This is an optimization exercise on Yosys and OpenROAD, whose aim is small area and a short achievable clock period, not a production implementation. For this run, only the layout was checked, not whether the RTL still works. Power is estimated from default activity; no workload was simulated.

$ cat design.v
module FIFO(
	input [7:0] DATA_IN,
	input READ, WRITE, CLEAR_N, RESET_N, CLOCK,
	output reg [7:0] DATA_OUT,
	output reg [4:0] USE_DW,
	output reg F_FULL_N, F_EMPTY_N
);
reg [255:0] sr;       
reg [7:0]   pd;       
reg         pv;       
reg [3:0]   lo;       
reg [7:0]   hi;       
reg [7:0]   rd0;      
reg [7:0]   rd1;      
reg         rdh;      
reg         rdp;      
wire rst = ~(RESET_N & CLEAR_N);
wire wa = WRITE & (READ ? F_EMPTY_N : F_FULL_N);
wire rr = READ & F_EMPTY_N;
always @(posedge CLOCK) begin
	pd <= DATA_IN;
	pv <= wa & ~rst;
end
always @(posedge CLOCK)
	if (pv)
		sr <= {sr[247:0], pd};
always @(posedge CLOCK)
	if (rst) begin
		lo <= 4'b1000;
		hi <= 8'b10000000;
	end else if (pv & ~rr) begin
		lo <= {lo[2:0], lo[3]};
		if (lo[3])
			hi <= {hi[6:0], hi[7]};
	end else if (~pv & rr) begin
		lo <= {lo[0], lo[3:1]};
		if (lo[0])
			hi <= {hi[0], hi[7:1]};
	end
reg [7:0] oldest0, oldest1;
integer s;
always @* begin
	oldest0 = 8'd0;
	oldest1 = 8'd0;
	for (s = 0; s < 16; s = s + 1)
		oldest0 = oldest0 | ({8{lo[s%4] & hi[s/4]}} & sr[8*s +: 8]);
	for (s = 16; s < 32; s = s + 1)
		oldest1 = oldest1 | ({8{lo[s%4] & hi[s/4]}} & sr[8*s +: 8]);
end
always @(posedge CLOCK) begin
	rd0 <= oldest0;
	rd1 <= oldest1;
	rdh <= |hi[7:4];
	rdp <= pv & lo[3] & hi[7];
end
always @(posedge CLOCK)
	if (~F_EMPTY_N & WRITE & READ)
		DATA_OUT <= DATA_IN;
	else if (rdp)
		DATA_OUT <= sr[7:0];
	else
		DATA_OUT <= rdh ? rd1 : rd0;
wire inc = WRITE & ~READ & F_FULL_N;
wire dec = READ & ~WRITE & F_EMPTY_N;
always @(posedge CLOCK)
	if (rst) begin
		USE_DW    <= 5'd0;
		F_FULL_N  <= 1'b1;
		F_EMPTY_N <= 1'b0;
	end else if (inc) begin
		USE_DW    <= USE_DW + 5'd1;
		F_FULL_N  <= ~(USE_DW == 5'd31);
		F_EMPTY_N <= 1'b1;
	end else if (dec) begin
		USE_DW    <= USE_DW - 5'd1;
		F_FULL_N  <= 1'b1;
		F_EMPTY_N <= ~(USE_DW == 5'd1 && F_FULL_N);
	end
endmodule
$ cat run.sh
#!/bin/bash
# synth_recipe.tcl (not shown) runs the flow's synth.tcl, then flattens the netlist and writes it again
# the make line also repeats each setting of config.mk as NAME=value (left out here)
make -C /OpenROAD-flow-scripts/flow DESIGN_CONFIG=/design/flow/config.mk WORK_HOME=/design/flow/orfs CLKGATE_MAP_FILE= SYNTH_SCRIPT=/design/flow/synth_recipe.tcl finish
$ cat config.mk
export PLATFORM = sky130hd
export DESIGN_NAME = FIFO
export DESIGN_NICKNAME = FIFO
export VERILOG_FILES = /design/flow/design.v
export SDC_FILE = /design/flow/constraint.sdc
export NUM_CORES = 4
export LEC_CHECK = 0
export CAP_MARGIN = 20
export CORE_MARGIN = 2
export CORE_UTILIZATION = 60
export CTS_BUF_LIST = sky130_fd_sc_hd__clkbuf_8
export CTS_CLUSTER_DIAMETER = 60
export CTS_CLUSTER_SIZE = 18
export SETUP_SLACK_MARGIN = 1.0
export SLEW_MARGIN = 20
$ cat constraint.sdc
create_clock -name core_clock -period 2.5 [get_ports {CLOCK}]
set_input_delay 0.5000 -clock core_clock [delete_from_list [all_inputs] [get_ports {CLOCK}]]
set_output_delay 0.5000 -clock core_clock [all_outputs]
set_load 0.01 [all_outputs]
==> run_results.csv <==
group,metric,value,unit
setup_path,crit_slowest_cell,"a222oi_1",
power,p_comb_share,4.2,%
clocking,cts_num_sinks,310,
synth,ys_top_cells_by_count,"256 x edfxtp_1, 54 x dfxtp_1, 51 x a22oi_1",
clocking,cts-root-buf,"clkbuf_8",
clocking,cts_tree,"done",
clocking,clkTransAtPathRegs,120,ps
layout,fillCellCount,1198,
grt,grt_max_degree,116,
grt,grt_pass1_vias,6292,
sta,rsz0062_at_grt,"yes",
synth,synth_area_per_cell,16.7,µm²
power,power.switching,1.85,mW
synth,synthCells,670,
grt,gr-usage-met2,38.2,%
floorplan,die_h,141,µm
sta,fin_tns_setup,0,ps
synth,async_flop_share,0,%
grt,overflow,0,
grt,track_usage,24.9,%
synth,yosysTopAreaCell,"edfxtp_1",
clocking,numCtsBuffers,22,
synth,synth_seq_cells,310,
floorplan,die_x,141,µm
sta,clock_skew,25.3,ps
setup_path,critical_path.cell_chain,"buf_12 -> a222oi_1 -> o22ai_1 -> or4_1",
synth,yosysMostFrequentCell,"edfxtp_1",
synth,synth.top_cell.area_share,68.6,%
power,internal-power,6.81,mW
setup_path,path_class,"reg2reg",
drt,firstDrtPassIters,8,
power,power_density,672,nW/µm²
sta,max_freq,589,MHz
sta,finalMaxSlewViolations,0,
clocking,cts_hold_buf,0,
drt,wirelength,25.0,mm
sta,finalCritPeriodShare,67.9,%
grt,grt_use_met3,3.77,%
setup_path,required,2950,ps
grt,busiest_layer,"met2",
sta,final-hold-violation-count,0,
layout,drive_gt1_share,22.6,%
power,switching_share,21.3,%
hold_path,hold_path.class,"in2reg",
layout,instances_no_fill,994,
grt,antenna_found_initial,0,
placed_design,place.gp.congestion,0.820,
placed_design,port_buffers,27,
synth,synth_area_leaders,"edfxtp_1 69%, dfxtp_1 9.6%, a222oi_1 4.0%",
floorplan,initial_utilization,61.8,%
layout,stdcell_area,12900,µm²
drt,drt_iter0_drc,1179,
drt,route.vias.total,6731,
setup_path,crit_fanout,24,
sta,setup_viol,0,
synth,syn_area,11200,µm²
run_status,status,"complete, no violations",
floorplan,die_area,19800,µm²
placed_design,place_hpwl,14.0,mm
power,ir_drop,0.536,mV
drt,drc,0,
clocking,htreeDepth,1,
grt,grt_pass1_wl,37.6,mm
power,power_frac_clock,29.6,%
grt,grt_use_met1,37.8,%
synth,ys_seq_area_share,78.2,%
setup_path,max_stage_delay,460,ps
clocking,clk_path_buf_depth,3,
layout,nNetsFinal,768,
sta,period_needed,1700,ps
sta,worst_slack,802,ps
drt,wl_per_cell,25.1,µm
setup_path,worst-endpoint-arrival,2140,ps
floorplan,ios,28,
synth,yosysWarningCount,1,
setup_path,cp-end-kind,"register",
synth,ys.flop_type,"edfxtp_1",
synth,synth_fp_nets,689,
flow_run,cap_violations,0,
placed_design,post_dp_cell_area,11800,µm²
floorplan,rows,49,
layout,num_antenna_cells,0,
layout,utilization,71.0,%
drt,ant_nets,0,
layout,area_growth,14.9,%
setup_path,cp-start-kind,"register",
sta,worst_pin_slew,679,ps
placed_design,dp_slack,267,ps
sta,slew_headroom,54.6,%
synth,synth_edf_count,256,
power,p_leak,4.32,nW
drt,via_per_inst,6.77,
power,pwr-share-seq,66.2,%
placed_design,dp_cells,910,
synth,yosys.cell_types.count,43,
clocking,clock_latency,560,ps
floorplan,core_area,18100,µm²
==> worst paths after layout <==
| path | start | endpoint | slack [ps] | cells after the start |
|---|---|---|---|---|
| max | lo[2] | rd0[6] | 800 | 4 |
| min | READ | pv | 410 | 3 |
| max reg2reg | lo[2] | rd0[6] | 800 | 4 |
| min reg2reg | pd[6] | sr[6] | 410 | 0 |
==> state kept, by name (all words and copies together) (netlist names), 4 cells and up <==
name	cells
USE_DW	5
hi	8
rd1	8
sr	256
rd0	8
lo	4
pd	8
DATA_OUT	8
==> final cells by class <==
class / instances / area (µm²) / share of cell area [%]
repair buffers: 96 / 923 / 7.17
clock buffers: 23 / 317 / 2.46
clock inverters: 17 / 114 / 0.884
flip-flops and latches: 310 / 8830 / 68.6
well taps: 229 / 287 / 2.22
inverters: 18 / 77.6 / 0.602
multi-input cells: 301 / 2330 / 18.1
==> worst max-delay path, delay by kind of cell (launching register included) <==
kind | cells | cell delay [ps]
AO/OA/AOI/OAI | 2 | 580
flip-flops | 1 | 410
buffers and inverters | 1 | 170
AND/OR/NAND/NOR | 1 | 400
==> stage by stage <==
stage | power (mW) | hold WS (ps)
2_1_floorplan | 6.02 | 386
3_3_place_gp | 6.16 | 387
3_5_place_dp | 6.17 | 390
4_1_cts | 8.69 | 382
5_1_grt | 8.91 | 392
6_report | 8.66 | 406
==> placed cells by master, fill, tap and decap left out, types with 15 or more instances in the layout <==
| cell type | Yosys | layout |
|---|---|---|
| dfxtp_1 | 54 | 32 |
| buf_4 | 2 | 46 |
| a22oi_1 | 51 | 43 |
| nand2_1 | 16 | 15 |
| nor2_1 | 22 | 22 |
| o22ai_1 | 26 | 25 |
| a222oi_1 | 45 | 45 |
| a21oi_1 | 21 | 19 |
| clkbuf_8 | 0 | 23 |
| inv_1 | 16 | 23 |
| edfxtp_1 | 256 | 256 |
| mux2i_1 | 18 | 17 |
| buf_6 | 4 | 21 |
==> cells by family after synthesis <==
| kind of cell | synth area share [%] |
|---|---|
| compound gates | 12.6 |
| xor+xnor | 0.234 |
| fa+ha+maj | 0.670 |
| buf+inv | 2.42 |
| flops | 78.2 |
| mux | 2.41 |
| simple gates | 3.44 |
==> power by group through the flow <==
stage / Clock, mW / Sequential [mW] / Combinational (mW)
floorplan: 0 / 5.86 / 0.156
global placement: 0 / 5.87 / 0.291
detailed placement: 0 / 5.87 / 0.297
CTS: 2.63 / 5.73 / 0.333
global route: 2.77 / 5.74 / 0.393
finish: 2.56 / 5.73 / 0.363
==> layer usage <==
layer | share of wire (%) | vias to the layer above
met4 | 2.7 | 0
li1 | - | 2902
met3 | 8.6 | 46
met1 | 43 | 3403
met2 | 46 | 380
met5 | 0 | -
==> what timing repair did <==
action,in CTS,in global routing
endpoints found under the setup margin,212,48
setup buffers,32,11
gates cloned,0,1
pin swaps,23,19
resized for setup,117,36

-- re-timing with driven ports --
Ports are ideal in the flow. The routed layout listed here was re-timed in OpenROAD. Step 1 sets driving cells, clkbuf_16 on the clock port and buf_2 on the other inputs (assumed; they add their load-dependent delay and slew). Step 2 moves the port delays by t, midway between the first and last clock arrival at a register: inputs arrive t later, outputs are due t later. That takes back most of the time a late clock gives input paths. a / b / c = ideal ports / drivers / drivers and shift; a / b = the first two.
t (ns): 0.591
slack for setup (ns): 0.802 / 0.802 / 0.608
clock arrival spread, ns: 0.031 / 0.031
pins driven straight from the clock port: 1
After both steps setup and hold are still met in this run. The setup slack of this run moves by 0.000 ns with the drivers and by -0.194 ns with both steps.
